From an optimization exercise on the open Yosys and OpenROAD flow, aimed at small area, a short achievable clock period and few clock cycles; shortcuts taken in it are not production practice.
RTL that was checked went through simulation tests only; none was proved equivalent to the original.
For run 2, only the layout was checked, not whether the RTL still works.

## flow/design.v (module list and top-level ports; edited modules follow where they fit)
// module fp9_mul: 435 lines
// module fp9_add: 777 lines
// module fp9_add_ns: 785 lines
// module mv_mul: 90 lines
module mv_mul #(
    parameter SHAPE_M       = 2,
    parameter SHAPE_N       = 8,
    parameter ELEMENT_WIDTH = 9,
    parameter CTRL_C_WIDTH  = 16,
    parameter DEPTH_WARP    = 4
) (
    input  wire                              clk,
    input  wire                              rst_n,
    input  wire [SHAPE_M*SHAPE_N*ELEMENT_WIDTH-1:0]  a_i,
    input  wire [SHAPE_N*ELEMENT_WIDTH-1:0]  b_i,
    input  wire [2:0]                        rm_i,
    input  wire [7:0]                        ctrl_reg_idxw_i,
    input  wire [DEPTH_WARP-1:0]             ctrl_warpid_i,
    input  wire                              in_valid_i,
    output reg                               in_ready_o,
    output reg                               out_valid_o,
    input  wire                              out_ready_i,
    output reg  [SHAPE_M*ELEMENT_WIDTH-1:0]  result_o,
    output reg  [4:0]                        fflags_o
);
  // ...
==> flow/flow/run.sh <==
#!/bin/bash
# The standard layout (the standard.sh: floorplan, power grid, placement,
# CTS, routing) with two changes:
# - synthesis is the standard one (synth_recipe.tcl, same registers and names)
#   except for the combinational mapping: no full-adder extraction, no
#   Kogge-Stone adder map, and ABC script flow/map.abc (logic rewriting, then area-oriented mapping with upsizing)
#   (flow/my_synth.tcl);
# - the buffers that placement puts on every input and output port are the
#   plain sky130 buf_1 instead of the default clkdlybuf4s50 delay cell.
set -euo pipefail
W=$PWD
FLOW_SYNTH_TCL=$W/synth_recipe.tcl bash standard.sh \
  SYNTH_SCRIPT=$W/flow/my_synth.tcl ADDER_MAP_FILE= SYNTH_OPERATIONS_ARGS=-nofsm \
  'BUFFER_PORTS_ARGS=-buffer_cell sky130_fd_sc_hd__buf_1' finish > standard_flow.log 2>&1
==> flow/flow/map.abc <==
strash
dc2
balance
rewrite
refactor
balance
rewrite
rewrite -z
balance
refactor -z
rewrite -z
balance
dc2
balance
rewrite
refactor
balance
rewrite
rewrite -z
balance
refactor -z
rewrite -z
balance
dch -f
map -a {D}
topo
buffer
upsize {D}
dnsize {D}
==> flow/flow/my_synth.tcl <==
# Synthesis script for flow/run.sh: synth_recipe.tcl (the standard synthesis,
# named by FLOW_SYNTH_TCL) with the technology mapping done by flow/map.abc
# instead of ORFS's abc_area/abc_speed script. Registers are untouched: ABC
# only maps the combinational logic.
set map_script [file join [file dirname [file normalize [info script]]] map.abc]
proc abc {args} {
  set i [lsearch -exact $args -script]
  if {$i >= 0} { set args [lreplace $args $i [expr {$i + 1}]] }
  yosys abc -script $::map_script {*}$args
}
source $::env(FLOW_SYNTH_TCL)
==> flow/standard.sh <==
#!/bin/bash
# synth_recipe.tcl (not shown) runs the flow's synth.tcl, then flattens the netlist and writes it again
# the make line also repeats each setting of config.mk as NAME=value (left out here)
make -C /OpenROAD-flow-scripts/flow DESIGN_CONFIG=/design/flow/config.mk WORK_HOME=/design/flow/orfs CLKGATE_MAP_FILE= SYNTH_SCRIPT=/design/flow/synth_recipe.tcl "${@:-finish}"
==> flow/config.mk <==
export PLATFORM = sky130hd
export DESIGN_NAME = mv_mul
export DESIGN_NICKNAME = mv_mul
export VERILOG_FILES = /design/flow/design.v
export SDC_FILE = /design/flow/constraint.sdc
export NUM_CORES = 4
export LEC_CHECK = 0
export ABC_AREA = 1
export CAP_MARGIN = 20
export CORE_MARGIN = 2
export CORE_UTILIZATION = 40
export CTS_BUF_LIST = sky130_fd_sc_hd__clkbuf_4 sky130_fd_sc_hd__clkbuf_8
export SETUP_SLACK_MARGIN = 3.25
export SLEW_MARGIN = 20
==> flow/constraint.sdc <==
create_clock -name core_clock -period 10.0 [get_ports {clk}]
set_input_delay 2.0000 -clock core_clock [delete_from_list [all_inputs] [get_ports {clk}]]
set_output_delay 2.0000 -clock core_clock [all_outputs]
set_load 0.01 [all_outputs]
==> reports/qor.txt, run 1 <==
max-cap violation count -> 0
via count -> 9,939
share of cells above drive strength 1 -> 0.06043
ant diodes -> 1
wire per inst -> 16.17 µm
Post-Synthesis Cells -> 1,337
Multi-input gate area -> 5403 µm²
flop2flop setup slack -> 3.89 ns
non-clk buf share -> 0.09892
status -> timing/DRC/antenna clean
commonest non-fill, non-tap cells in the layout -> 261 x nand2_1, 241 x buf_1, 201 x nor2_1
Storage cell area -> 1862 µm²
critical path class -> in -> reg
family with the most delay on the worst path -> simple AND/OR/NAND/NOR gates
Synth Warn # -> 1
Distinct cells, synth -> 62
f_max -> 162.6 MHz
Largest register FFs -> 18
hpwl dp -> 24.31 mm
Placer Congestion -> 0.9569
sequential portion of the cell area -> 0.1932
die boundary height -> 146.9 µm
Synth Area in Compound Gates -> 0.2847
R2R cell count -> 46
Testbench counts, summed over its fixed seeds: cycles 22,536.
==> run 2: changes to the inputs <==
--- a/flow/design.v
+++ b/flow/design.v
@@ -770,450 +770,360 @@
   wire _327_;
   wire _328_;
   wire _329_;
   wire _330_;
   wire _331_;
   wire _332_;
   wire _333_;
   wire _334_;
-  wire _335_;
-  wire _336_;
-  wire _337_;
-  wire _338_;
-  wire _339_;
-  wire _340_;
-  wire _341_;
-  wire _342_;
-  wire _343_;
-  wire _344_;
-  wire _345_;
-  wire _346_;
-  wire _347_;
-  wire _348_;
-  wire _349_;
-  wire _350_;
-  wire _351_;
-  wire _352_;
-  wire _353_;
-  wire _354_;
-  wire _355_;
-  wire _356_;
-  wire _357_;
-  wire _358_;
-  wire _359_;
-  wire _360_;
-  wire _361_;
-  wire _362_;
-  wire _363_;
-  wire _364_;
-  wire _365_;
-  wire _366_;
-  wire _367_;
-  wire _368_;
-  wire _369_;
-  wire _370_;
-  wire _371_;
-  wire _372_;
-  wire _373_;
-  wire _374_;
-  wire _375_;
-  wire _376_;
-  wire _377_;
-  wire _378_;
-  wire _379_;
-  assign _180_ = 4'h8 >> a[5:4];
-  assign _191_ = 4'h8 >> a[7:6];
-  assign _202_ = 4'h8 >> { _191_, a[3] };
-  assign _213_ = 4'h8 >> { _202_, _180_ };
-  assign _222_ = 4'h8 >> b[4:3];
-  assign _231_ = 4'h8 >> b[6:5];
-  assign _241_ = 4'h8 >> { _231_, b[7] };
-  assign _252_ = 4'h8 >> { _241_, _222_ };
-  assign _263_ = 4'h1 >> { _252_, _213_ };
-  assign _273_ = 4'h4 >> { b[7], a[7] };
-  assign _284_ = 4'h1 >> { a[0], a[1] };
-  assign _295_ = 4'h1 >> { _284_, b[1] };
-  assign _305_ = 4'h4 >> { a[2], b[2] };
-  assign _316_ = 4'h8 >> { a[0], a[1] };
-  assign _322_ = 4'h1 >> { _316_, _305_ };
-  assign _323_ = 4'h4 >> { _322_, _295_ };
-  assign _324_ = 4'h2 >> { a[3], b[3] };
-  assign _325_ = 4'h2 >> { a[2], b[2] };
-  assign _326_ = 4'h1 >> { _325_, _324_ };
-  assign _327_ = 4'h4 >> { _326_, _323_ };
-  assign _328_ = 4'h4 >> { a[3], b[3] };
-  assign _329_ = 4'h2 >> { b[5], a[5] };
-  assign _330_ = 4'h2 >> { b[4], a[4] };
-  assign _331_ = 4'h4 >> { b[5], a[5] };
-  assign _332_ = 4'h2 >> { _331_, _330_ };
-  assign _333_ = 4'h1 >> { _332_, _329_ };
-  assign _334_ = 4'h4 >> { _333_, _328_ };
-  assign _335_ = 4'h4 >> { _334_, _327_ };
-  assign _336_ = 4'h4 >> { b[6], a[6] };
-  assign _337_ = 4'h4 >> { b[4], a[4] };
-  assign _338_ = 4'h4 >> { _337_, _329_ };
-  assign _339_ = 4'h1 >> { _338_, _331_ };
-  assign _340_ = 4'h4 >> { _339_, _336_ };
-  assign _341_ = 4'h4 >> { _340_, _335_ };
-  assign _342_ = 4'h2 >> { b[6], a[6] };
-  assign _343_ = 4'h2 >> { b[7], a[7] };
-  assign _344_ = 4'h1 >> { _343_, _342_ };
-  assign _345_ = 4'h4 >> { _344_, _341_ };
-  assign _346_ = 4'h1 >> { _345_, _273_ };
-  assign _347_ = 4'h1 >> { _342_, _336_ };
-  assign _348_ = 4'h2 >> { _347_, _339_ };
-  assign _349_ = 4'h4 >> { _347_, _339_ };
-  assign _350_ = 4'h1 >> { _349_, _348_ };
-  assign _351_ = 4'h8 >> { _350_, _346_ };
-  assign _352_ = 4'h1 >> a[7:6];
-  assign _353_ = 4'h1 >> a[5:4];
-  assign _354_ = 4'h4 >> { _353_, a[3] };
-  assign _355_ = 4'h8 >> { _354_, _352_ };
-  assign _356_ = 4'h1 >> { _355_, a[3] };
-  assign _357_ = 4'h1 >> b[7:6];
-  assign _358_ = 4'h1 >> b[4:3];
-  assign _359_ = 4'h4 >> { _358_, b[5] };
-  assign _360_ = 4'h8 >> { _359_, _357_ };
-  assign _361_ = 4'h1 >> { _360_, b[3] };
-  assign _362_ = 4'h4 >> { _361_, _356_ };
-  assign _363_ = 4'h1 >> { _337_, _330_ };
-  assign _364_ = 4'h8 >> { _363_, _362_ };
-  assign _365_ = 4'h1 >> { _364_, _330_ };
-  assign _366_ = 4'h1 >> { _331_, _329_ };
-  assign _367_ = 4'h8 >> { _366_, _365_ };
-  assign _368_ = 4'h1 >> { _366_, _365_ };
-  assign _369_ = 4'h1 >> { _368_, _367_ };
-  assign _370_ = 4'h2 >> { _361_, _356_ };
-  assign _371_ = 4'h1 >> { _370_, _362_ };
-  assign _372_ = 4'h8 >> { _371_, _363_ };
-  assign _373_ = 4'h1 >> { _372_, _369_ };
-  assign _374_ = 4'h8 >> { _372_, _369_ };
-  assign _375_ = 4'h1 >> { _374_, _373_ };
-  assign _376_ = 4'h8 >> { _375_, _351_ };
-  assign _377_ = 4'h1 >> { _363_, _362_ };
-  assign _378_ = 4'h1 >> { _377_, _364_ };
-  assign _379_ = 4'h4 >> { _378_, _371_ };
-  assign _000_ = 4'h1 >> { _343_, _273_ };
-  assign _001_ = 4'h1 >> { _000_, _336_ };
-  assign _002_ = 4'h2 >> { _001_, b[0] };
-  assign _003_ = 4'h8 >> { _002_, _379_ };
-  assign _004_ = 4'h2 >> { _003_, _376_ };
-  assign _005_ = 4'h2 >> { _371_, a[2] };
-  assign _006_ = 4'h2 >> { _005_, _284_ };
-  assign _007_ = 4'h2 >> { _006_, _369_ };
-  assign _008_ = 4'h1 >> { _378_, _371_ };
-  assign _009_ = 4'h8 >> { _008_, a[0] };
-  assign _010_ = 4'h1 >> { _009_, _346_ };
-  assign _011_ = 4'h4 >> { _010_, _007_ };
-  assign _012_ = 4'h2 >> { _371_, b[2] };
-  assign _013_ = 4'h1 >> b[1:0];
-  assign _014_ = 4'h4 >> { _013_, _012_ };
-  assign _015_ = 4'h8 >> { _014_, _346_ };
-  assign _016_ = 4'h1 >> { _015_, _011_ };
-  assign _017_ = 4'h4 >> { _016_, _004_ };
-  assign _018_ = 4'h1 >> { _008_, _372_ };
-  assign _019_ = 4'h8 >> { _018_, _376_ };
-  assign _020_ = 4'h1 >> { _371_, b[1] };
-  assign _021_ = 4'h4 >> { _371_, b[0] };
-  assign _022_ = 4'h1 >> { _021_, _020_ };
-  assign _023_ = 4'h8 >> { _022_, _019_ };
-  assign _024_ = 4'h2 >> { _347_, _333_ };
-  assign _025_ = 4'h1 >> { _000_, _342_ };
+  assign _180_ = 4'h2 >> { a[7], b[7] };
+  assign _191_ = 4'h2 >> { a[4], b[4] };
+  assign _202_ = 4'h2 >> { a[3], b[3] };
+  assign _213_ = 4'h1 >> { _202_, _191_ };
+  assign _222_ = 4'h4 >> { a[4], b[4] };
+  assign _232_ = 4'h4 >> { a[5], b[5] };
+  assign _241_ = 4'h1 >> { _232_, _222_ };
+  assign _250_ = 4'h4 >> { _241_, _213_ };
+  assign _260_ = 4'h2 >> { a[5], b[5] };
+  assign _271_ = 4'h2 >> { a[6], b[6] };
+  assign _273_ = 4'h1 >> { _271_, _260_ };
+  assign _274_ = 4'h4 >> { _273_, _250_ };
+  assign _275_ = 4'h4 >> { a[7], b[7] };
+  assign _276_ = 4'h4 >> { a[6], b[6] };
+  assign _277_ = 4'h1 >> { _276_, _275_ };
+  assign _278_ = 4'h4 >> { _277_, _274_ };
+  assign _279_ = 4'h1 >> { _278_, _180_ };
+  assign _280_ = 4'h2 >> { _279_, b[5] };
+  assign _281_ = 4'h8 >> { _279_, a[5] };
+  assign _282_ = 4'h1 >> { _281_, _280_ };
+  assign _283_ = 4'h1 >> { _222_, _191_ };
+  assign _284_ = 4'h2 >> { _276_, _180_ };
+  assign _285_ = 4'h4 >> { _275_, _271_ };
+  assign _286_ = 4'h1 >> { _285_, _284_ };
+  assign _287_ = 4'h1 >> a[4:3];
+  assign _288_ = 4'h1 >> a[6:5];
+  assign _289_ = 4'h4 >> { _288_, a[7] };
+  assign _290_ = 4'h8 >> { _289_, _287_ };
+  assign _291_ = 4'h1 >> { _290_, a[3] };
+  assign _292_ = 4'h1 >> b[4:3];
+  assign _293_ = 4'h1 >> b[6:5];
+  assign _294_ = 4'h4 >> { _293_, b[7] };
+  assign _295_ = 4'h8 >> { _294_, _292_ };
+  assign _296_ = 4'h1 >> { _295_, b[3] };
+  assign _297_ = 4'h2 >> { _296_, _291_ };
+  assign _298_ = 4'h4 >> { _296_, _291_ };
+  assign _299_ = 4'h1 >> { _298_, _297_ };
+  assign _300_ = 4'h8 >> { _299_, _286_ };
+  assign _301_ = 4'h1 >> { _295_, _290_ };
+  assign _302_ = 4'h8 >> { _301_, _300_ };
+  assign _303_ = 4'h8 >> { _302_, _283_ };
+  assign _304_ = 4'h1 >> { _260_, _232_ };
+  assign _305_ = 4'h2 >> { _279_, b[4] };
+  assign _306_ = 4'h8 >> { _279_, a[4] };
+  assign _307_ = 4'h1 >> { _306_, _305_ };
+  assign _308_ = 4'h1 >> { _307_, _283_ };
+  assign _309_ = 4'h1 >> { _291_, _279_ };
+  assign _310_ = 4'h8 >> { _291_, _279_ };
+  assign _311_ = 4'h1 >> { _310_, _309_ };
+  assign _312_ = 4'h1 >> { _311_, _300_ };
+  assign _313_ = 4'h2 >> { _312_, _283_ };
+  assign _314_ = 4'h1 >> { _313_, _308_ };
+  assign _315_ = 4'h8 >> { _314_, _304_ };
+  assign _316_ = 4'h1 >> { _314_, _304_ };
+  assign _317_ = 4'h1 >> { _316_, _315_ };
+  assign _318_ = 4'h1 >> { _276_, _271_ };
+  assign _319_ = 4'h2 >> { _304_, _282_ };
+  assign _320_ = 4'h1 >> { _319_, _318_ };
+  assign _321_ = 4'h2 >> { _320_, _317_ };
+  assign _322_ = 4'h8 >> { _321_, _303_ };
+  assign _323_ = 4'h8 >> { _290_, _279_ };
+  assign _324_ = 4'h1 >> { _323_, _322_ };
+  assign _325_ = 4'h2 >> { b[8], a[8] };
+  assign _326_ = 4'h4 >> { b[8], a[8] };
+  assign _327_ = 4'h1 >> { _326_, _325_ };
+  assign _328_ = 4'h1 >> { _327_, _324_ };
+  assign _329_ = 4'h4 >> { _327_, _323_ };
+  assign _330_ = 4'h2 >> { _279_, b[2] };
+  assign _331_ = 4'h8 >> { _279_, a[2] };
+  assign _332_ = 4'h1 >> { _331_, _330_ };
+  assign _333_ = 4'h4 >> { _312_, _283_ };
+  assign _334_ = 4'h1 >> { _333_, _313_ };
+  assign _000_ = 4'h2 >> { _279_, a[2] };
+  assign _001_ = 4'h8 >> { _279_, b[2] };
+  assign _002_ = 4'h1 >> { _001_, _000_ };
+  assign _003_ = 4'h2 >> { _002_, _300_ };
+  assign _004_ = 4'h2 >> { _299_, _286_ };
+  assign _005_ = 4'h8 >> { _004_, _301_ };
+  assign _006_ = 4'h1 >> { _005_, _003_ };
+  assign _007_ = 4'h1 >> { _006_, _334_ };
+  assign _008_ = 4'h8 >> { _327_, _321_ };
+  assign _009_ = 4'h1 >> { _327_, _321_ };
+  assign _010_ = 4'h1 >> { _009_, _008_ };
+  assign _011_ = 4'h2 >> { _010_, _007_ };
+  assign _012_ = 4'h1 >> { _007_, _327_ };
+  assign _013_ = 4'h1 >> { _012_, _011_ };
+  assign _014_ = 4'h1 >> { _013_, _332_ };
+  assign _015_ = 4'h4 >> { _004_, _002_ };
+  assign _016_ = 4'h2 >> { _279_, a[1] };
+  assign _017_ = 4'h8 >> { _279_, b[1] };
+  assign _018_ = 4'h1 >> { _017_, _016_ };
+  assign _019_ = 4'h2 >> { _018_, _300_ };
+  assign _020_ = 4'h1 >> { _019_, _015_ };
+  assign _021_ = 4'h1 >> { _020_, _334_ };
+  assign _022_ = 4'h4 >> { _302_, _283_ };
+  assign _023_ = 4'h1 >> { _022_, _021_ };
+  assign _024_ = 4'h8 >> { _023_, _327_ };
+  assign _025_ = 4'h2 >> { _023_, _010_ };
   assign _026_ = 4'h1 >> { _025_, _024_ };
-  assign _027_ = 4'h4 >> { _026_, _346_ };
-  assign _028_ = 4'h4 >> { _027_, _369_ };
-  assign _029_ = 4'h4 >> { _028_, _378_ };
-  assign _030_ = 4'h1 >> { _371_, a[1] };
-  assign _031_ = 4'h4 >> { _371_, a[0] };
-  assign _032_ = 4'h1 >> { _031_, _030_ };
-  assign _033_ = 4'h8 >> { _032_, _029_ };
-  assign _034_ = 4'h4 >> { _371_, b[2] };
-  assign _035_ = 4'h8 >> { _360_, _356_ };
-  assign _036_ = 4'h1 >> { _035_, _001_ };
-  assign _037_ = 4'h4 >> { _036_, _034_ };
-  assign _038_ = 4'h8 >> { _037_, _351_ };
-  assign _039_ = 4'h4 >> { _038_, _018_ };
-  assign _040_ = 4'h4 >> { _039_, _375_ };
-  assign _041_ = 4'h4 >> { _371_, a[2] };
-  assign _042_ = 4'h8 >> { _361_, _355_ };
-  assign _043_ = 4'h1 >> { _042_, _041_ };
-  assign _044_ = 4'h8 >> { _378_, _369_ };
-  assign _045_ = 4'h8 >> { _044_, _027_ };
-  assign _046_ = 4'h8 >> { _045_, _043_ };
-  assign _047_ = 4'h1 >> { _046_, _040_ };
-  assign _048_ = 4'h4 >> { _047_, _033_ };
-  assign _049_ = 4'h4 >> { _048_, _023_ };
-  assign _050_ = 4'h4 >> { _049_, _017_ };
-  assign _051_ = 4'h2 >> { _001_, _376_ };
-  assign _052_ = 4'h8 >> { _371_, b[1] };
-  assign _053_ = 4'h1 >> { _052_, _012_ };
-  assign _054_ = 4'h2 >> { _053_, _018_ };
-  assign _055_ = 4'h8 >> { _008_, b[0] };
-  assign _056_ = 4'h1 >> { _055_, _054_ };
-  assign _057_ = 4'h2 >> { _056_, _051_ };
-  assign _058_ = 4'h8 >> { _371_, a[1] };
-  assign _059_ = 4'h1 >> { _058_, _005_ };
-  assign _060_ = 4'h2 >> { _059_, _029_ };
-  assign _061_ = 4'h4 >> { _371_, _355_ };
-  assign _062_ = 4'h8 >> { _061_, _045_ };
-  assign _063_ = 4'h1 >> { _001_, _360_ };
-  assign _064_ = 4'h8 >> { _063_, _372_ };
-  assign _065_ = 4'h4 >> { _064_, _366_ };
-  assign _066_ = 4'h8 >> { _065_, _351_ };
-  assign _067_ = 4'h8 >> { _379_, a[0] };
-  assign _068_ = 4'h8 >> { _067_, _028_ };
-  assign _069_ = 4'h1 >> { _068_, _066_ };
-  assign _070_ = 4'h4 >> { _069_, _062_ };
-  assign _071_ = 4'h4 >> { _070_, _060_ };
-  assign _072_ = 4'h4 >> { _071_, _057_ };
-  assign _073_ = 4'h4 >> { _051_, _018_ };
-  assign _074_ = 4'h8 >> { _073_, _022_ };
-  assign _075_ = 4'h8 >> { _037_, _019_ };
-  assign _076_ = 4'h8 >> { _043_, _029_ };
-  assign _077_ = 4'h8 >> { _028_, _378_ };
-  assign _078_ = 4'h8 >> { _077_, _032_ };
-  assign _079_ = 4'h1 >> { _078_, _076_ };
-  assign _080_ = 4'h4 >> { _079_, _075_ };
-  assign _081_ = 4'h4 >> { _080_, _074_ };
-  assign _082_ = 4'h1 >> { _346_, b[0] };
-  assign _083_ = 4'h4 >> { _346_, a[0] };
-  assign _084_ = 4'h1 >> { _083_, _082_ };
+  assign _027_ = 4'h2 >> { _279_, b[1] };
+  assign _028_ = 4'h8 >> { _279_, a[1] };
+  assign _029_ = 4'h1 >> { _028_, _027_ };
+  assign _030_ = 4'h4 >> { _029_, _026_ };
+  assign _031_ = 4'h2 >> { _006_, _334_ };
+  assign _032_ = 4'h2 >> { _279_, a[0] };
+  assign _033_ = 4'h8 >> { _279_, b[0] };
+  assign _034_ = 4'h1 >> { _033_, _032_ };
+  assign _035_ = 4'h2 >> { _034_, _300_ };
+  assign _036_ = 4'h2 >> { _018_, _004_ };
+  assign _037_ = 4'h1 >> { _036_, _035_ };
+  assign _038_ = 4'h1 >> { _037_, _334_ };
+  assign _039_ = 4'h1 >> { _038_, _031_ };
+  assign _040_ = 4'h8 >> { _039_, _327_ };
+  assign _041_ = 4'h2 >> { _039_, _010_ };
+  assign _042_ = 4'h1 >> { _041_, _040_ };
+  assign _043_ = 4'h2 >> { _279_, b[0] };
+  assign _044_ = 4'h8 >> { _279_, a[0] };
+  assign _045_ = 4'h1 >> { _044_, _043_ };
+  assign _046_ = 4'h2 >> { _045_, _042_ };
+  assign _047_ = 4'h2 >> { _334_, _317_ };
+  assign _048_ = 4'h2 >> { _037_, _317_ };
+  assign _049_ = 4'h1 >> { _048_, _007_ };
+  assign _050_ = 4'h8 >> { _020_, _334_ };
+  assign _051_ = 4'h1 >> { _050_, _037_ };
+  assign _052_ = 4'h2 >> { _034_, _004_ };
+  assign _053_ = 4'h1 >> { _052_, _021_ };
+  assign _054_ = 4'h4 >> { _053_, _051_ };
+  assign _055_ = 4'h8 >> { _054_, _049_ };
+  assign _056_ = 4'h1 >> { _055_, _047_ };
+  assign _057_ = 4'h4 >> { _056_, _327_ };
+  assign _058_ = 4'h2 >> { _052_, _047_ };
+  assign _059_ = 4'h1 >> { _317_, _303_ };
+  assign _060_ = 4'h4 >> { _320_, _315_ };
+  assign _061_ = 4'h1 >> { _060_, _050_ };
+  assign _062_ = 4'h4 >> { _061_, _059_ };
+  assign _063_ = 4'h4 >> { _062_, _058_ };
+  assign _064_ = 4'h1 >> { _063_, _057_ };
+  assign _065_ = 4'h4 >> { _064_, _327_ };
+  assign _066_ = 4'h4 >> { _045_, _042_ };
+  assign _067_ = 4'h1 >> { _066_, _046_ };
+  assign _068_ = 4'h8 >> { _067_, _065_ };
+  assign _069_ = 4'h1 >> { _068_, _046_ };
+  assign _070_ = 4'h2 >> { _029_, _026_ };
+  assign _071_ = 4'h1 >> { _070_, _030_ };
+  assign _072_ = 4'h8 >> { _071_, _069_ };
+  assign _073_ = 4'h1 >> { _072_, _030_ };
+  assign _074_ = 4'h8 >> { _013_, _332_ };
+  assign _075_ = 4'h2 >> { _074_, _073_ };
+  assign _076_ = 4'h1 >> { _075_, _014_ };
+  assign _077_ = 4'h4 >> { _076_, _329_ };
+  assign _078_ = 4'h1 >> { _077_, _328_ };
+  assign _079_ = 4'h8 >> { _076_, _328_ };
+  assign _080_ = 4'h1 >> { _071_, _069_ };
+  assign _081_ = 4'h1 >> { _080_, _072_ };
+  assign _082_ = 4'h1 >> { _067_, _065_ };
+  assign _083_ = 4'h1 >> { _082_, _068_ };
+  assign _084_ = 4'h8 >> { _083_, _079_ };
   assign _085_ = 4'h2 >> { _084_, _081_ };
-  assign _086_ = 4'h4 >> { _084_, _081_ };
-  assign _087_ = 4'h1 >> { _086_, _085_ };
-  assign _088_ = 4'h2 >> { _087_, _072_ };
-  assign _089_ = 4'h8 >> { _088_, _050_ };
-  assign _090_ = 4'h1 >> { b[8], a[8] };
-  assign _091_ = 4'h8 >> { b[8], a[8] };
-  assign _092_ = 4'h1 >> { _091_, _090_ };
-  assign _093_ = 4'h4 >> { _028_, _355_ };
-  assign _094_ = 4'h1 >> { _093_, _376_ };
-  assign _095_ = 4'h2 >> { _094_, _064_ };
-  assign _096_ = 4'h8 >> { _077_, _043_ };
-  assign _097_ = 4'h8 >> { _039_, _375_ };
-  assign _098_ = 4'h1 >> { _097_, _096_ };
-  assign _099_ = 4'h8 >> { _098_, _092_ };
-  assign _100_ = 4'h1 >> { _098_, _092_ };
-  assign _101_ = 4'h1 >> { _100_, _099_ };
-  assign _102_ = 4'h1 >> { _346_, b[2] };
-  assign _103_ = 4'h4 >> { _346_, a[2] };
-  assign _104_ = 4'h1 >> { _103_, _102_ };
-  assign _105_ = 4'h4 >> { _104_, _101_ };
-  assign _106_ = 4'h4 >> { _073_, _053_ };
-  assign _107_ = 4'h8 >> { _063_, _371_ };
-  assign _108_ = 4'h8 >> { _107_, _019_ };
-  assign _109_ = 4'h8 >> { _061_, _029_ };
-  assign _110_ = 4'h4 >> { _077_, _059_ };
-  assign _111_ = 4'h1 >> { _110_, _109_ };
-  assign _112_ = 4'h4 >> { _111_, _108_ };
-  assign _113_ = 4'h4 >> { _112_, _106_ };
-  assign _114_ = 4'h2 >> { _113_, _092_ };
-  assign _115_ = 4'h4 >> { _113_, _092_ };
-  assign _116_ = 4'h1 >> { _115_, _114_ };
-  assign _117_ = 4'h1 >> { _346_, b[1] };
-  assign _118_ = 4'h4 >> { _346_, a[1] };
-  assign _119_ = 4'h1 >> { _118_, _117_ };
-  assign _120_ = 4'h8 >> { _119_, _116_ };
-  assign _121_ = 4'h2 >> { _092_, _087_ };
-  assign _122_ = 4'h4 >> { _092_, _087_ };
-  assign _123_ = 4'h1 >> { _122_, _121_ };
-  assign _124_ = 4'h8 >> { _123_, _084_ };
-  assign _125_ = 4'h8 >> { _092_, _089_ };
-  assign _126_ = 4'h1 >> { _125_, _124_ };
-  assign _127_ = 4'h1 >> { _119_, _116_ };
-  assign _128_ = 4'h1 >> { _127_, _120_ };
-  assign _129_ = 4'h4 >> { _128_, _126_ };
-  assign _130_ = 4'h1 >> { _129_, _120_ };
-  assign _131_ = 4'h2 >> { _104_, _101_ };
-  assign _132_ = 4'h1 >> { _131_, _105_ };
-  assign _133_ = 4'h4 >> { _132_, _130_ };
-  assign _134_ = 4'h1 >> { _133_, _105_ };
-  assign _135_ = 4'h8 >> { _360_, _355_ };
-  assign _136_ = 4'h1 >> { _135_, _095_ };
-  assign _137_ = 4'h8 >> { _136_, _092_ };
-  assign _138_ = 4'h1 >> { _136_, _092_ };
-  assign _139_ = 4'h1 >> { _138_, _137_ };
-  assign _140_ = 4'h4 >> { _139_, _134_ };
-  assign _141_ = 4'h1 >> { _140_, _095_ };
-  assign _142_ = 4'h1 >> { _141_, _092_ };
-  assign _143_ = 4'h2 >> { _139_, _134_ };
-  assign _144_ = 4'h1 >> { _143_, _140_ };
-  assign _145_ = 4'h2 >> { _128_, _126_ };
-  assign _146_ = 4'h1 >> { _145_, _129_ };
-  assign _147_ = 4'h4 >> { _092_, _050_ };
-  assign _148_ = 4'h8 >> { _147_, _072_ };
-  assign _149_ = 4'h1 >> { _147_, _072_ };
-  assign _150_ = 4'h1 >> { _149_, _148_ };
-  assign _151_ = 4'h1 >> { _150_, _123_ };
-  assign _152_ = 4'h8 >> { _151_, _146_ };
-  assign _153_ = 4'h8 >> { _049_, _017_ };
-  assign _154_ = 4'h1 >> { _049_, _017_ };
-  assign _155_ = 4'h1 >> { _154_, _153_ };
-  assign _156_ = 4'h2 >> { _155_, _152_ };
-  assign _157_ = 4'h1 >> { _156_, _144_ };
-  assign _158_ = 4'h4 >> { _157_, _142_ };
-  assign _159_ = 4'h2 >> { _132_, _130_ };
-  assign _160_ = 4'h1 >> { _159_, _133_ };
-  assign _161_ = 4'h1 >> { _160_, _146_ };
-  assign _162_ = 4'h8 >> { _161_, _158_ };
-  assign _163_ = 4'h8 >> { _162_, _089_ };
-  assign _164_ = 4'h1 >> { _346_, b[4] };
-  assign _165_ = 4'h4 >> { _346_, a[4] };
-  assign _166_ = 4'h1 >> { _165_, _164_ };
-  assign _167_ = 4'h4 >> { _166_, _161_ };
-  assign _168_ = 4'h2 >> { _167_, _158_ };
-  assign _169_ = 4'h1 >> { _346_, b[5] };
-  assign _170_ = 4'h4 >> { _346_, a[5] };
-  assign _171_ = 4'h1 >> { _170_, _169_ };
-  assign _172_ = 4'h2 >> { _171_, _168_ };
-  assign _173_ = 4'h2 >> { _161_, _158_ };
-  assign _174_ = 4'h4 >> { _173_, _166_ };
-  assign _175_ = 4'h2 >> { _173_, _166_ };
+  assign _086_ = 4'h2 >> { _085_, _079_ };
+  assign _087_ = 4'h1 >> { _074_, _014_ };
+  assign _088_ = 4'h2 >> { _087_, _073_ };
+  assign _089_ = 4'h4 >> { _087_, _073_ };
+  assign _090_ = 4'h1 >> { _089_, _088_ };
+  assign _091_ = 4'h8 >> { _090_, _086_ };
+  assign _092_ = 4'h1 >> { _090_, _086_ };
+  assign _093_ = 4'h1 >> { _092_, _091_ };
+  assign _094_ = 4'h1 >> { _093_, _078_ };
+  assign _095_ = 4'h4 >> { _084_, _081_ };
+  assign _096_ = 4'h1 >> { _095_, _085_ };
+  assign _097_ = 4'h4 >> { _096_, _078_ };
+  assign _098_ = 4'h1 >> { _097_, _094_ };
+  assign _099_ = 4'h1 >> { _098_, _307_ };
+  assign _100_ = 4'h1 >> { _099_, _078_ };
+  assign _101_ = 4'h8 >> { _100_, _282_ };
+  assign _102_ = 4'h1 >> { _100_, _282_ };
+  assign _103_ = 4'h1 >> { _102_, _101_ };
+  assign _104_ = 4'h8 >> { _098_, _307_ };
+  assign _105_ = 4'h1 >> { _104_, _099_ };
+  assign _106_ = 4'h2 >> { _105_, _103_ };
+  assign _107_ = 4'h1 >> { _106_, _101_ };
+  assign _108_ = 4'h1 >> { _279_, b[3] };
+  assign _109_ = 4'h1 >> { _108_, _310_ };
+  assign _110_ = 4'h4 >> { _076_, _322_ };
+  assign _111_ = 4'h2 >> { _110_, _329_ };
+  assign _112_ = 4'h1 >> { _111_, _094_ };
+  assign _113_ = 4'h1 >> { _096_, _078_ };
+  assign _114_ = 4'h8 >> { _113_, _083_ };
+  assign _115_ = 4'h2 >> { _114_, _112_ };
+  assign _116_ = 4'h4 >> { _115_, _109_ };
+  assign _117_ = 4'h2 >> { _116_, _103_ };
+  assign _118_ = 4'h1 >> { a[7], b[7] };
+  assign _119_ = 4'h1 >> { a[6], b[6] };
+  assign _120_ = 4'h8 >> { _119_, _118_ };
+  assign _121_ = 4'h4 >> { _120_, _117_ };
+  assign _122_ = 4'h4 >> { _121_, _107_ };
+  assign _123_ = 4'h8 >> { _052_, _308_ };
+  assign _124_ = 4'h1 >> { a[4], b[4] };
+  assign _125_ = 4'h8 >> { _124_, _083_ };
+  assign _126_ = 4'h1 >> { _125_, _123_ };
+  assign _127_ = 4'h2 >> { _126_, _122_ };
+  assign _128_ = 4'h4 >> { _112_, _083_ };
+  assign _129_ = 4'h8 >> { _063_, _057_ };
+  assign _130_ = 4'h1 >> { _129_, _064_ };
+  assign _131_ = 4'h1 >> { _130_, _078_ };
+  assign _132_ = 4'h8 >> { _096_, _093_ };
+  assign _133_ = 4'h2 >> { _132_, _131_ };
+  assign _134_ = 4'h1 >> { _133_, _128_ };
+  assign _135_ = 4'h4 >> { _093_, _078_ };
+  assign _136_ = 4'h8 >> { _111_, _081_ };
+  assign _137_ = 4'h1 >> { _136_, _135_ };
+  assign _138_ = 4'h8 >> { _137_, _134_ };
+  assign _139_ = 4'h1 >> { _138_, _127_ };
+  assign _140_ = 4'h2 >> { _130_, _112_ };
+  assign _141_ = 4'h4 >> { _111_, _067_ };
+  assign _142_ = 4'h1 >> { _054_, _049_ };
+  assign _143_ = 4'h2 >> { _142_, _056_ };
+  assign _144_ = 4'h1 >> { _143_, _060_ };
+  assign _145_ = 4'h4 >> { _144_, _078_ };
+  assign _146_ = 4'h1 >> { _145_, _141_ };
+  assign _147_ = 4'h4 >> { _146_, _140_ };
+  assign _148_ = 4'h4 >> { _147_, _139_ };
+  assign _149_ = 4'h2 >> { _131_, _096_ };
+  assign _150_ = 4'h8 >> { _149_, _112_ };
+  assign _151_ = 4'h4 >> { _083_, _078_ };
+  assign _152_ = 4'h1 >> { _151_, _111_ };
+  assign _153_ = 4'h1 >> { _152_, _093_ };
+  assign _154_ = 4'h1 >> { _153_, _150_ };
+  assign _155_ = 4'h4 >> { _154_, _122_ };
+  assign _156_ = 4'h1 >> { _096_, _052_ };
+  assign _157_ = 4'h2 >> { _156_, _109_ };
+  assign _158_ = 4'h2 >> { _109_, _083_ };
+  assign _159_ = 4'h1 >> { _158_, _157_ };
+  assign _160_ = 4'h8 >> { _159_, _122_ };
+  assign _161_ = 4'h1 >> { _160_, _155_ };
+  assign _162_ = 4'h8 >> { _161_, _148_ };
+  assign _163_ = 4'h1 >> { _111_, _093_ };
+  assign _164_ = 4'h8 >> { _329_, _303_ };
+  assign _165_ = 4'h4 >> { _164_, _076_ };
+  assign _166_ = 4'h1 >> { _165_, _163_ };
+  assign _167_ = 4'h1 >> { _166_, _113_ };
+  assign _168_ = 4'h8 >> { _135_, _134_ };
+  assign _169_ = 4'h1 >> { _168_, _167_ };
+  assign _170_ = 4'h1 >> { _169_, _122_ };
+  assign _171_ = 4'h8 >> { _133_, _128_ };
+  assign _172_ = 4'h2 >> { _115_, _109_ };
+  assign _173_ = 4'h8 >> { _172_, _105_ };
+  assign _174_ = 4'h2 >> { _173_, _101_ };
+  assign _175_ = 4'h8 >> { _173_, _102_ };
   assign _176_ = 4'h1 >> { _175_, _174_ };
-  assign _177_ = 4'h4 >> { _361_, _346_ };
-  assign _178_ = 4'h8 >> { _356_, _346_ };
-  assign _179_ = 4'h1 >> { _178_, _177_ };
-  assign _181_ = 4'h8 >> { _072_, _050_ };
-  assign _182_ = 4'h2 >> { _181_, _123_ };
-  assign _183_ = 4'h1 >> { _182_, _089_ };
-  assign _184_ = 4'h4 >> { _183_, _146_ };
-  assign _185_ = 4'h1 >> { _184_, _160_ };
-  assign _186_ = 4'h4 >> { _185_, _179_ };
-  assign _187_ = 4'h8 >> { _186_, _176_ };
-  assign _188_ = 4'h1 >> { _187_, _172_ };
-  assign _189_ = 4'h4 >> { _171_, _168_ };
-  assign _190_ = 4'h8 >> { _357_, _352_ };
-  assign _192_ = 4'h4 >> { _190_, _189_ };
-  assign _193_ = 4'h4 >> { _192_, _188_ };
-  assign _194_ = 4'h1 >> { _193_, _163_ };
-  assign _195_ = 4'h1 >> { b[7], a[7] };
-  assign _196_ = 4'h8 >> { _152_, _144_ };
-  assign _197_ = 4'h1 >> { _196_, _157_ };
-  assign _198_ = 4'h1 >> { _197_, _185_ };
-  assign _199_ = 4'h1 >> { _198_, _142_ };
-  assign _200_ = 4'h2 >> { _199_, _179_ };
-  assign _201_ = 4'h4 >> { _200_, _176_ };
-  assign _203_ = 4'h8 >> { _201_, _189_ };
-  assign _204_ = 4'h1 >> { _346_, b[6] };
-  assign _205_ = 4'h4 >> { _346_, a[6] };
-  assign _206_ = 4'h1 >> { _205_, _204_ };
-  assign _207_ = 4'h4 >> { _206_, _203_ };
-  assign _208_ = 4'h2 >> { _201_, _172_ };
-  assign _209_ = 4'h1 >> { _208_, _206_ };
-  assign _210_ = 4'h1 >> { _209_, _207_ };
-  assign _211_ = 4'h8 >> { _210_, _195_ };
-  assign _212_ = 4'h1 >> { _210_, _195_ };
-  assign _214_ = 4'h1 >> { _212_, _211_ };
-  assign _215_ = 4'h2 >> { _214_, _194_ };
-  assign y[7] = 4'hd >> { _215_, _263_ };
-  assign _216_ = 4'h1 >> { _208_, _203_ };
-  assign _217_ = 4'h2 >> { _216_, _206_ };
-  assign _218_ = 4'h4 >> { _216_, _206_ };
-  assign _219_ = 4'h2 >> { _218_, _194_ };
-  assign _220_ = 4'h4 >> { _219_, _217_ };
-  assign y[6] = 4'hd >> { _220_, _263_ };
-  assign _221_ = 4'h1 >> { _189_, _172_ };
-  assign _223_ = 4'h8 >> { _221_, _201_ };
-  assign _224_ = 4'h1 >> { _221_, _201_ };
-  assign _225_ = 4'h1 >> { _224_, _223_ };
-  assign _226_ = 4'h2 >> { _225_, _194_ };
-  assign y[5] = 4'hd >> { _226_, _263_ };
-  assign _227_ = 4'h2 >> { _200_, _176_ };
-  assign _228_ = 4'h1 >> { _227_, _201_ };
-  assign _229_ = 4'h8 >> { _228_, _194_ };
-  assign y[4] = 4'hd >> { _229_, _263_ };
-  assign _230_ = 4'h4 >> { _199_, _179_ };
-  assign _232_ = 4'h1 >> { _230_, _200_ };
-  assign _233_ = 4'h8 >> { _232_, _194_ };
-  assign y[3] = 4'hd >> { _233_, _263_ };
-  assign _234_ = 4'h2 >> { _167_, _366_ };
-  assign _235_ = 4'h4 >> { _234_, _201_ };
-  assign _236_ = 4'h2 >> { _235_, _193_ };
-  assign _237_ = 4'h1 >> { _181_, _123_ };
-  assign _238_ = 4'h8 >> { _237_, _162_ };
-  assign _239_ = 4'h8 >> { _183_, _146_ };
-  assign _240_ = 4'h8 >> { _239_, _160_ };
-  assign _242_ = 4'h1 >> { _240_, _144_ };
-  assign _243_ = 4'h2 >> { _160_, _152_ };
-  assign _244_ = 4'h4 >> { _160_, _152_ };
-  assign _245_ = 4'h1 >> { _244_, _243_ };
-  assign _246_ = 4'h4 >> { _245_, _142_ };
-  assign _247_ = 4'h1 >> { _246_, _242_ };
-  assign _248_ = 4'h1 >> { _239_, _160_ };
-  assign _249_ = 4'h1 >> { _155_, _150_ };
-  assign _250_ = 4'h8 >> { _249_, _183_ };
-  assign _251_ = 4'h1 >> { _250_, _146_ };
-  assign _253_ = 4'h1 >> { _251_, _248_ };
-  assign _254_ = 4'h8 >> { _253_, _158_ };
-  assign _255_ = 4'h1 >> { _254_, _247_ };
-  assign _256_ = 4'h4 >> { _255_, _238_ };
-  assign _257_ = 4'h1 >> { _256_, _193_ };
-  assign _258_ = 4'h4 >> { _013_, b[2] };
-  assign _259_ = 4'h8 >> { _258_, _360_ };
-  assign _260_ = 4'h4 >> { _284_, a[2] };
-  assign _261_ = 4'h8 >> { _260_, _355_ };
-  assign _262_ = 4'h1 >> { _261_, _259_ };
-  assign _264_ = 4'h4 >> { _262_, _263_ };
-  assign _265_ = 4'h1 >> { _264_, _257_ };
-  assign _266_ = 4'h4 >> { _265_, _236_ };
-  assign _267_ = 4'h8 >> { _258_, _252_ };
-  assign _268_ = 4'h8 >> { _260_, _213_ };
-  assign _269_ = 4'h1 >> { _268_, _267_ };
-  assign y[2] = 4'h4 >> { _269_, _266_ };
-  assign _270_ = 4'h1 >> { _151_, _146_ };
-  assign _271_ = 4'h1 >> { _270_, _152_ };
-  assign _272_ = 4'h8 >> { _271_, _144_ };
-  assign _274_ = 4'h4 >> { _146_, _072_ };
-  assign _275_ = 4'h4 >> { _274_, _160_ };
-  assign _276_ = 4'h1 >> { _249_, _183_ };
-  assign _277_ = 4'h1 >> { _276_, _250_ };
-  assign _278_ = 4'h8 >> { _277_, _160_ };
-  assign _279_ = 4'h1 >> { _278_, _275_ };
-  assign _280_ = 4'h1 >> { _279_, _144_ };
-  assign _281_ = 4'h1 >> { _280_, _142_ };
-  assign _282_ = 4'h4 >> { _281_, _272_ };
-  assign _283_ = 4'h1 >> { _248_, _240_ };
-  assign _285_ = 4'h2 >> { _283_, _142_ };
-  assign _286_ = 4'h1 >> { _285_, _282_ };
-  assign _287_ = 4'h1 >> { _286_, _193_ };
-  assign _288_ = 4'h8 >> { _262_, _163_ };
-  assign _289_ = 4'h1 >> { _288_, _264_ };
-  assign _290_ = 4'h8 >> { _179_, _150_ };
-  assign _291_ = 4'h4 >> { _290_, _146_ };
-  assign _292_ = 4'h1 >> { _183_, _179_ };
-  assign _293_ = 4'h1 >> { _292_, _291_ };
-  assign _294_ = 4'h2 >> { _293_, _193_ };
-  assign _296_ = 4'h2 >> { _294_, _289_ };
-  assign y[1] = 4'h4 >> { _296_, _287_ };
-  assign _297_ = 4'h4 >> { _183_, _166_ };
-  assign _298_ = 4'h2 >> { _179_, _166_ };
-  assign _299_ = 4'h4 >> { _298_, _150_ };
-  assign _300_ = 4'h1 >> { _299_, _297_ };
-  assign _301_ = 4'h2 >> { _300_, _193_ };
-  assign _302_ = 4'h1 >> { _237_, _146_ };
-  assign _303_ = 4'h1 >> { _302_, _239_ };
-  assign _304_ = 4'h8 >> { _303_, _142_ };
-  assign _306_ = 4'h1 >> { _087_, _050_ };
-  assign _307_ = 4'h1 >> { _306_, _072_ };
-  assign _308_ = 4'h1 >> { _307_, _088_ };
-  assign _309_ = 4'h2 >> { _308_, _144_ };
-  assign _310_ = 4'h2 >> { _153_, _150_ };
-  assign _311_ = 4'h1 >> { _310_, _249_ };
-  assign _312_ = 4'h8 >> { _311_, _160_ };
-  assign _313_ = 4'h1 >> { _312_, _144_ };
-  assign _314_ = 4'h1 >> { _313_, _142_ };
-  assign _315_ = 4'h4 >> { _314_, _309_ };
-  assign _317_ = 4'h1 >> { _315_, _304_ };
-  assign _318_ = 4'h4 >> { _317_, _301_ };
-  assign y[0] = 4'h2 >> { _318_, _289_ };
-  assign _319_ = 4'h4 >> { _346_, a[8] };
-  assign _320_ = 4'h1 >> { _346_, b[8] };
-  assign _321_ = 4'h1 >> { _320_, _319_ };
-  assign y[8] = 4'h8 >> { _321_, _289_ };
+  assign _177_ = 4'h4 >> { _176_, _171_ };
+  assign _178_ = 4'h8 >> { _177_, _122_ };
+  assign _179_ = 4'h1 >> { _178_, _170_ };
+  assign _181_ = 4'h2 >> { _179_, _162_ };
+  assign _182_ = 4'h1 >> { _172_, _116_ };
+  assign _183_ = 4'h8 >> { _182_, _181_ };
+  assign _184_ = 4'h1 >> { _183_, _172_ };
+  assign _185_ = 4'h2 >> { _184_, _105_ };
+  assign _186_ = 4'h4 >> { _185_, _103_ };
+  assign _187_ = 4'h1 >> { _186_, _106_ };
+  assign _188_ = 4'h4 >> { _279_, a[6] };
+  assign _189_ = 4'h1 >> { _279_, b[6] };
+  assign _190_ = 4'h1 >> { _189_, _188_ };
+  assign _192_ = 4'h2 >> { _190_, _107_ };
+  assign _193_ = 4'h4 >> { _190_, _107_ };
+  assign _194_ = 4'h1 >> { _193_, _192_ };
+  assign _195_ = 4'h4 >> { _194_, _187_ };
+  assign _196_ = 4'h8 >> { _195_, _183_ };
+  assign _197_ = 4'h8 >> b[4:3];
+  assign _198_ = 4'h8 >> b[6:5];
+  assign _199_ = 4'h8 >> { _198_, b[7] };
+  assign _200_ = 4'h8 >> { _199_, _197_ };
+  assign _201_ = 4'h8 >> a[4:3];
+  assign _203_ = 4'h8 >> a[6:5];
+  assign _204_ = 4'h8 >> { _203_, a[7] };
+  assign _205_ = 4'h8 >> { _204_, _201_ };
+  assign _206_ = 4'h1 >> { _205_, _200_ };
+  assign _207_ = 4'h4 >> { _194_, _176_ };
+  assign _208_ = 4'h2 >> { _207_, _118_ };
+  assign _209_ = 4'h4 >> { _207_, _118_ };
+  assign _210_ = 4'h1 >> { _171_, _122_ };
+  assign _211_ = 4'h4 >> { _210_, _209_ };
+  assign _212_ = 4'h4 >> { _211_, _208_ };
+  assign _214_ = 4'h2 >> { _212_, _206_ };
+  assign y[7] = 4'hb >> { _214_, _196_ };
+  assign _215_ = 4'h4 >> { _210_, _195_ };
+  assign _216_ = 4'h2 >> { _215_, _206_ };
+  assign _217_ = 4'h2 >> { _194_, _187_ };
+  assign y[6] = 4'h1 >> { _217_, _216_ };
+  assign _218_ = 4'h1 >> b[1:0];
+  assign _219_ = 4'h4 >> { _218_, b[2] };
+  assign _220_ = 4'h8 >> { _219_, _295_ };
+  assign _221_ = 4'h1 >> { _220_, _206_ };
+  assign _223_ = 4'h4 >> { _210_, _103_ };
+  assign _224_ = 4'h1 >> { _223_, _185_ };
+  assign _225_ = 4'h1 >> { _224_, _186_ };
+  assign y[5] = 4'he >> { _225_, _221_ };
+  assign _226_ = 4'h1 >> { _172_, _105_ };
+  assign _227_ = 4'h1 >> { _226_, _173_ };
+  assign _228_ = 4'h8 >> { _227_, _210_ };
+  assign _229_ = 4'h4 >> { _228_, _183_ };
+  assign _230_ = 4'h2 >> { _228_, _183_ };
+  assign _231_ = 4'h2 >> { _230_, _206_ };
+  assign y[4] = 4'hb >> { _231_, _229_ };
+  assign _233_ = 4'h8 >> { _210_, _182_ };
+  assign _234_ = 4'h1 >> { _233_, _181_ };
+  assign _235_ = 4'h1 >> { _234_, _183_ };
+  assign y[3] = 4'he >> { _235_, _221_ };
+  assign _236_ = 4'h1 >> { a[1], a[2] };
+  assign _237_ = 4'h4 >> { _236_, a[0] };
+  assign _238_ = 4'h8 >> { _237_, _290_ };
+  assign _239_ = 4'h2 >> { _238_, _221_ };
+  assign _240_ = 4'h8 >> { _219_, _200_ };
+  assign _242_ = 4'h8 >> { _237_, _205_ };
+  assign _243_ = 4'h1 >> { _242_, _240_ };
+  assign _244_ = 4'h8 >> { _243_, _239_ };
+  assign _245_ = 4'h4 >> { _179_, _162_ };
+  assign _246_ = 4'h1 >> { _239_, _181_ };
+  assign _247_ = 4'h4 >> { _246_, _245_ };
+  assign y[2] = 4'he >> { _247_, _244_ };
+  assign _248_ = 4'h1 >> { _161_, _148_ };
+  assign _249_ = 4'h1 >> { _239_, _162_ };
+  assign y[1] = 4'h4 >> { _249_, _248_ };
+  assign _251_ = 4'h2 >> { _115_, _063_ };
+  assign _252_ = 4'h8 >> { _056_, _054_ };
+  assign _253_ = 4'h8 >> { _252_, _251_ };
+  assign _254_ = 4'h1 >> { _251_, _056_ };
+  assign _255_ = 4'h2 >> { _254_, _147_ };
+  assign _256_ = 4'h4 >> { _255_, _253_ };
+  assign _257_ = 4'h2 >> { _256_, _139_ };
+  assign _258_ = 4'h1 >> { _239_, _148_ };
+  assign y[0] = 4'h4 >> { _258_, _257_ };
+  assign _259_ = 4'h4 >> { _279_, a[8] };
+  assign _261_ = 4'h1 >> { _259_, _079_ };
+  assign _262_ = 4'h8 >> { _259_, _079_ };
+  assign _263_ = 4'h1 >> { _262_, _261_ };
+  assign _264_ = 4'h1 >> { _279_, b[8] };
+  assign _265_ = 4'h2 >> { _264_, _206_ };
+  assign _266_ = 4'h4 >> { _265_, _263_ };
+  assign _267_ = 4'h4 >> { _266_, _171_ };
+  assign _268_ = 4'h8 >> { _238_, b[8] };
+  assign _269_ = 4'h8 >> { _220_, a[8] };
+  assign _270_ = 4'h4 >> { _269_, _238_ };
+  assign _272_ = 4'h1 >> { _270_, _268_ };
+  assign y[8] = 4'hb >> { _272_, _267_ };
 endmodule
 module fp9_add_ns(a, b, y);
   input [8:0] a;
   wire [8:0] a;
   input [8:0] b;
   wire [8:0] b;
   output [8:0] y;
   wire [8:0] y;
--- a/flow/config.mk
+++ b/flow/config.mk
@@ -5,10 +5,10 @@
 export SDC_FILE = /design/flow/constraint.sdc
 export NUM_CORES = 4
 export LEC_CHECK = 0
 export ABC_AREA = 1
 export CAP_MARGIN = 20
 export CORE_MARGIN = 2
 export CORE_UTILIZATION = 40
 export CTS_BUF_LIST = sky130_fd_sc_hd__clkbuf_4 sky130_fd_sc_hd__clkbuf_8
-export SETUP_SLACK_MARGIN = 3.25
+export SETUP_SLACK_MARGIN = 3
 export SLEW_MARGIN = 20
==> run 2 against run 1 <==
Largest cell class unchanged. Sequential share of layout area is 0.53 points lower. Setup slack worse by 0.81 ns. Critical endpoint is now s1[6]$_DFF_P_. Still clean on timing, DRC and antenna. Global-route usage shrank 2.0 points. First-iteration DRC count is 26% lower. Highest routed layer unchanged. Non-clock buffer count rose by 29. Sequential cell count unchanged. Worst hold slack better by 0.011 ns.
==> reports/qor.txt, run 2 <==
status -> timing/DRC/antenna clean (unchanged)
CP Launch Type -> register (was input pin)
Non-Filler Instances -> 1,830 (was 1,843)
Initial Util -> 0.4095 (was 0.4051)
sequential area share after synthesis -> 0.2316 (was 0.2274)
Multi-input gate area -> 5590 µm² (was 5403 µm²)
Root Buffer -> clkbuf_8 (unchanged)
fraction of registers with async set or reset after synthesis -> 0.1711 (unchanged)
final worst slack -> 3.038 ns (was 3.851 ns)
Seq cells post-synth -> 76 (unchanged)
CP required -> 10.21 ns (was 10.26 ns)
CTS tree -> done (unchanged)
Hold WS -> 0.4711 ns (was 0.4597 ns)
die boundary height -> 145.6 µm (was 146.9 µm)
final WL -> 27.75 mm (was 29.80 mm)
Post-Synthesis Cells -> 1,301 (was 1,337)
setup TNS -> 0 ns (unchanged)
# DRC -> 0 (unchanged)
top cells by count, synth -> 252 x nand2_1, 209 x nor2_1, 183 x inv_1, 101 x a22oi_1, 90 x o21ai_0 (was 262 x nand2_1, 203 x nor2_1, 197 x inv_1, 107 x a22oi_1, 83 x o21ai_0)
Placed Cells -> 1,784 (was 1,825)
clock latency on the worst-skew pair -> 0.34 ns (was 0.35 ns)
Placer Congestion -> 0.9445 (was 0.9569)
critical path class -> reg -> reg (was in -> reg)
Bufs on Longest Clock Path -> 2 (unchanged)
Chip Width -> 145.6 µm (was 146.9 µm)
Slew Viols, Final -> 0 (unchanged)
Cell Area, Synth -> 8023 µm² (was 8170 µm²)
GRT Total Usage -> 0.2469 (was 0.2669)
Worst path max stage delay -> 0.50 ns (was 0.57 ns)
hpwl dp -> 22.36 mm (was 24.31 mm)
Layout area overhead -> 23.50% (was 17.96%)
ranking of synthesized cells by area -> nand2_1 12%, edfxtp_1 10%, nor2_1 9.8%, a22oi_1 9.5%, dfxtp_1 9.0% (was nand2_1 12%, edfxtp_1 9.9%, a22oi_1 9.8%, nor2_1 9.3%, inv_1 9.1%)
vias in the first global route -> 9,084 (was 9,445)
clock buffer count from CTS -> 9 (unchanged)
Hold Buf Count CTS -> 0 (unchanged)
Worst Skew -> 0.01420 ns (was 0.008008 ns)
max-cap violation count -> 0 (unchanged)
Slowest-stage cell, CP -> dfrtp_4 (was a211oi_1)
via count -> 9,665 (was 9,939)
drt pass-1 iters -> 6 (was 5)
Synth Warn # -> 1 (unchanged)
Rel. slew slack -> 0.2780 (was 0.3903)
clk sink count -> 76 (unchanged)
commonest non-fill, non-tap cells in the layout -> 241 x buf_1, 240 x nand2_1, 199 x nor2_1 (was 261 x nand2_1, 241 x buf_1, 201 x nor2_1)
f_max -> 143.6 MHz (was 162.6 MHz)
Synth area leader -> nand2_1 (unchanged)
count leader, synth -> nand2_1 (unchanged)
ANT nets after route -> 0 (unchanged)
Distinct cells, synth -> 65 (was 62)
final core occ -> 0.5058 (was 0.4779)
wire per inst -> 15.16 µm (was 16.17 µm)
Main synth FF type -> dfxtp_1 (unchanged)
Final Hold Vio Count -> 0 (unchanged)
Cell Rows -> 51 (was 52)
worst min path class -> reg -> reg (unchanged)
first-pass GRT wire length -> 43.40 mm (was 46.69 mm)
final net count -> 1,795 (was 1,802)
worst slew pin tran -> 1.076 ns (was 0.9146 ns)
Iteration-0 DRC Markers -> 520 (was 705)
WP data arrival -> 7.18 ns (was 6.41 ns)
Crit Path Max Fanout -> 8 (was 6)
Top reg by flops -> result_o (unchanged)
Storage cell area -> 1862 µm² (unchanged)
Final period util -> 0.6962 (was 0.6149)
I/O Pins -> 260 (unchanged)
Placed Instance Area -> 9160 µm² (was 9326 µm²)
number of I/O port buffers -> 241 (unchanged)
Core Box Area -> 19,590 µm² (was 20,170 µm²)
Period minus WS final -> 6.962 ns (was 6.149 ns)
most common cell after layout, fill and taps aside -> buf_1 (was nand2_1)
Synth top area share -> 0.1179 (was 0.1204)
Die ar. -> 21,210 µm² (was 21,590 µm²)
fill cell count -> 2,126 (was 2,220)
Place WS -> 2.064 ns (was 3.371 ns)
CTS HTree Levels -> 3 (unchanged)
Syn Area/Cell -> 6.167 µm² (was 6.111 µm²)
Largest register FFs -> 18 (unchanged)
Finished Cell Area -> 9908 µm² (was 9638 µm²)
ant diodes -> 0 (was 1)
Crit. End Element -> register (unchanged)
Post-synth EDFFs -> 27 (unchanged)
initial antenna violation count -> 0 (was 1)
maximum number of pins on one net before global-route repair -> 29 (was 35)
share of cells above drive strength 1 -> 0.09968 (was 0.06043)
unrepaired setup endpoints after global routing -> yes (was no)
gr ovfl total -> 0 (unchanged)
Worst-path clk slew -> 0.08 ns (about the same)
DR vias/cell -> 5.281 (was 5.393)
Final setup viols -> 0 (unchanged)
run 2: cell count changes after synthesis, moves of 7 or more:
cell / previous run / this run
nand2_2: 3 / 14
a31oi_1: 18 / 7
o21ai_1: 19 / 12
nand3_1: 54 / 37
nand2_1: 262 / 252
o21ai_0: 83 / 90
inv_1: 197 / 183
run 2: final cells by class:
cell class / instances / share of cell area
multi-input combinational: 995 / 0.5642
sequential: 76 / 0.1879
timing repair buffer: 276 / 0.1198
inverter: 202 / 0.07703
tap: 265 / 0.03346
clock buffer: 9 / 0.01250
clock inverter: 7 / 0.005051
run 2: repair_timing:
item	4_1_cts	5_1_grt
endpoints found under the setup margin	32	33
buffers inserted	4	25
pin swaps	2	33
gates resized for setup	10	66
gates cloned	1	0
run 2: logic make-up after synthesis:
logic type,Yosys count,share of synthesized area
AND/OR/NAND/NOR,588,0.3093
other,1,0.0004674
adder cells (fa/ha/maj),5,0.006239
XOR/XNOR,44,0.04897
buffers and inverters,233,0.1134
flip-flops,76,0.2316
AO/OA/AOI/OAI,352,0.2873
multiplexers,2,0.002807
run 2: worst max-delay path: cells and delay by family, from the launching register on:
family | cells | cell delay, ns
xor+xnor | 2 | 0.46
compound gates | 11 | 1.56
flops | 1 | 0.50
simple gates | 31 | 3.14
buf+inv | 9 | 0.82
mux | 1 | 0.34
run 2: final timing paths:
path | startpoint | end | slack (ns) | cells past startpoint
max | top$_DFF_PN0_ | s1[6]$_DFF_P_ | 3.04 | 54
min | ph[7]$_DFF_PN0_ | ph[8]$_DFF_PN0_ | 0.47 | 2
max reg2reg | top$_DFF_PN0_ | s1[6]$_DFF_P_ | 3.04 | 54
min reg2reg | ph[7]$_DFF_PN0_ | ph[8]$_DFF_PN0_ | 0.47 | 2
max in group asynchronous | rst_n | top$_DFF_PN0_ | 7.82 | 1
min in group asynchronous | rst_n | out_valid_o$_DFFE_PN0P_ | 1.67 | 1
run 2: layer usage:
| layer | wire length, µm | global-route usage | vias up | part of all wire |
|---|---|---|---|---|
| met5 | 0 | 0 | - | 0 |
| li1 | - | - | 4931 | - |
| met4 | 854 | 0.08725 | 0 | 0.031 |
| met1 | 11000 | 0.2823 | 4360 | 0.40 |
| met3 | 1122 | 0.01567 | 54 | 0.040 |
| met2 | 14770 | 0.4813 | 320 | 0.53 |

-- static timing again, ports no longer ideal --
Ports are ideal in the flow. The routed layouts listed here were re-timed in OpenROAD. Step 1 (the two cells are an assumption about what drives the block):
set clk [get_ports {clk}]
set_driving_cell -lib_cell sky130_fd_sc_hd__clkbuf_16 $clk
set_driving_cell -lib_cell sky130_fd_sc_hd__buf_2 [delete_from_list [all_inputs] $clk]
Step 2, shift: input delay + t, output delay - t, t = (earliest + latest rising clock arrival at the registers) / 2. This alone moves slack from input paths to output paths. a / b / c = ideal ports / drivers / drivers and shift; a / b = the first two.
| run | shift t [ns] | slack for setup (ns) | hold slack, ns |
|---|---|---|---|
| run 1 | 0.379 | 3.851 / 3.863 / 3.484 | 0.460 / 0.460 / 0.460 |
| run 2 | 0.358 | 3.038 / 3.038 / 3.038 | 0.471 / 0.471 / 0.471 |
After both steps setup and hold are still met in every run listed. For run 1, which loses most, drivers alone change the setup slack by +0.012 ns; drivers and shift together by -0.367 ns.
